What follows belongs to an exercise in optimizing a design on an open flow for small area, a short achievable clock period and few clock cycles per item; a production flow would make more cautious choices. RTL that was checked went through simulation tests only; none was proved equivalent to the original.

Design multipli, start of the top module:
module multipli
#(parameter int N = 32)
(
	input  logic                        CLOCK,
	input  logic                        RESET,
	input  logic                        START,
	input  logic signed [N-1:0]         A,B,
	output logic signed [2*N-1:0]       S,
	output logic                        END_MULT
);
Settings: LEC_CHECK=0, ABC_AREA=1, CAP_MARGIN=20, CORE_MARGIN=2, CORE_UTILIZATION=40, SETUP_SLACK_MARGIN=1.3, SLEW_MARGIN=20; clock period 5.0 ns.
standard.sh (not shown) runs the stock make flow with config.mk's settings and CLKGATE_MAP_FILE= SYNTH_SCRIPT=/design/flow/synth_recipe.tcl, a recipe that flattens the netlist after the stock synthesis.
==> flow/flow/run.sh <==
#!/bin/bash
# Layout flow: the standard flow (standard.sh) with two changes.
# 1. The port buffers that global placement inserts are made from
#    sky130_fd_sc_hd__buf_1 instead of the default pick; the resizer upsizes
#    them where timing or slew needs it.
# 2. After the standard synthesis, flow/fixinv.py removes inverters around
#    the full-adder cells (an adder with all inputs and outputs complemented
#    is the same adder) and swaps gates for their complements where that
#    saves an inverter. Registers are not touched.
# Each tool's output goes to a log of its own in this folder.
set -e
export BUFFER_PORTS_ARGS="-buffer_cell sky130_fd_sc_hd__buf_1"
RES=orfs/results/sky130hd/multipli/base
OR=$(command -v openroad || echo /OpenROAD-flow-scripts/tools/install/OpenROAD/bin/openroad)
bash standard.sh synth > synth.log 2>&1
cp $RES/1_synth.odb $RES/1_synth_std.odb
"$OR" -python -no_init flow/fixinv.py $RES/1_synth_std.odb $RES/1_synth.odb > fixinv.log 2>&1
bash standard.sh > standard.log 2>&1
Other scripts of this flow, unchanged in this note and not shown: flow/flow/fixinv.py
Testbench counts at the start, summed over its fixed seeds: cycles 7,992, items 1,600.
Next try:
--- a/flow/design.v
+++ b/flow/design.v
@@ -7,52 +7,52 @@
 	input  logic signed [N-1:0]         A,B,
 	output logic signed [2*N-1:0]       S,
 	output logic                        END_MULT
 );
 logic [1:0] COUNT;
 logic [40:0] X, Y;
 logic [23:0] LO;
 logic XB;
 logic go, first, last;
-logic [0:0] NF;     
+logic [1:0] NF;     
 assign go    = START & ~END_MULT;
 assign first = ~NF[0];
 assign last  = (COUNT == 2'd3);
 logic [8:0] aa, al;
 assign aa = {A[7:0], 1'b0};
 assign al = {LO[7:0], XB};
 logic [3:0] oneA, twoA, ngA, oneL, twoL, ngL;
 always_comb begin
     for (int i = 0; i < 4; i++) begin
         oneA[i] = aa[2*i] ^ aa[2*i+1];
         twoA[i] = (aa[2*i+2] & ~aa[2*i+1] & ~aa[2*i]) | (~aa[2*i+2] & aa[2*i+1] & aa[2*i]);
         ngA[i]  = aa[2*i+2] & ~(aa[2*i+1] & aa[2*i]);
         oneL[i] = al[2*i] ^ al[2*i+1];
         twoL[i] = (al[2*i+2] & ~al[2*i+1] & ~al[2*i]) | (~al[2*i+2] & al[2*i+1] & al[2*i]);
         ngL[i]  = al[2*i+2] & ~(al[2*i+1] & al[2*i]);
     end
 end
-logic [3:0] one [1], two [1], ng [1];
+logic [3:0] one [2], two [2], ng [2];
 always_comb
-    for (int k = 0; k < 1; k++) begin
+    for (int k = 0; k < 2; k++) begin
         one[k] = NF[k] ? oneL : oneA;
         two[k] = NF[k] ? twoL : twoA;
         ng[k]  = NF[k] ? ngL : ngA;
     end
 logic [32:0] m [4];
 logic [32:0] Bl, Bh;
 assign Bl = {B[31], B};
 assign Bh = {B, 1'b0};
 always_comb begin
     for (int i = 0; i < 4; i++)
         for (int j = 0; j < 33; j++) begin
             int k;
-            k = j * 1 / 33;
+            k = j * 2 / 33;
             m[i][j] = ((one[k][i] & Bl[j]) | (two[k][i] & Bh[j])) ^ ng[k][i];
         end
 end
 logic fa_p0, fa_g0;
 assign fa_p0 = X[0] ^ Y[0];
 assign fa_g0 = X[0] & Y[0];
 logic fa_p1, fa_g1;
 assign fa_p1 = X[1] ^ Y[1];
 assign fa_g1 = X[1] & Y[1];
@@ -967,19 +967,19 @@
 always_ff @(posedge CLOCK or negedge RESET) begin
     if (!RESET) begin
         END_MULT <= 1'b0;
         COUNT    <= '0;
         NF       <= '0;
     end else begin
         if (go) begin
             COUNT    <= last ? '0 : COUNT + 1'b1;
             END_MULT <= last;
-            NF       <= {1{~last}};
+            NF       <= {2{~last}};
         end else if (!START) begin
             END_MULT <= 1'b0;
         end
     end
 end
 always_ff @(posedge CLOCK) begin
     if (!END_MULT) begin
         X[0] <= m[0][0];
         X[1] <= m[0][1];
=>
- synthesized cell count is about the same
- worst hold slack loses 0.010 ns
- critical path depth does not change
- routed wire length is lower by 2.3%
- design area goes up by 0.66%
- global-route usage fell by 0.23 points
- non-clock buffer count goes up by 9
- register-to-register slack gets better by 0.04 ns
- cell count is higher by 0.63%
- worst setup slack is worse by 0.013 ns
For the second run of this note, only the layout was checked, not whether the RTL still works.

[what the ideal ports hide]
How much do the figures lean on ideal ports? The routed layouts below were timed once more, with nothing changed but the port constraints. Step 1, drivers: a clkbuf_16 drives CLOCK and a buf_2 each remaining input, both assumed. Step 2, shift: input delay + t, output delay - t, t = (earliest + latest rising clock arrival at the registers) / 2. This alone moves slack from input paths to output paths. a / b / c = ideal / step 1 / step 2; a / b = the first two.
run | shift t [ns] | setup slack, ns | worst hold slack (ns)
the first run | 0.412 | 1.384 / 1.337 / 1.002 | 0.459 / 0.437 / 0.487
the second run | 0.402 | 1.372 / 1.324 / 1.004 | 0.449 / 0.424 / 0.498
After both steps setup and hold are still met in every run listed. The setup slack of the first run, which loses most, moves by -0.047 ns with the drivers and by -0.382 ns with both steps.
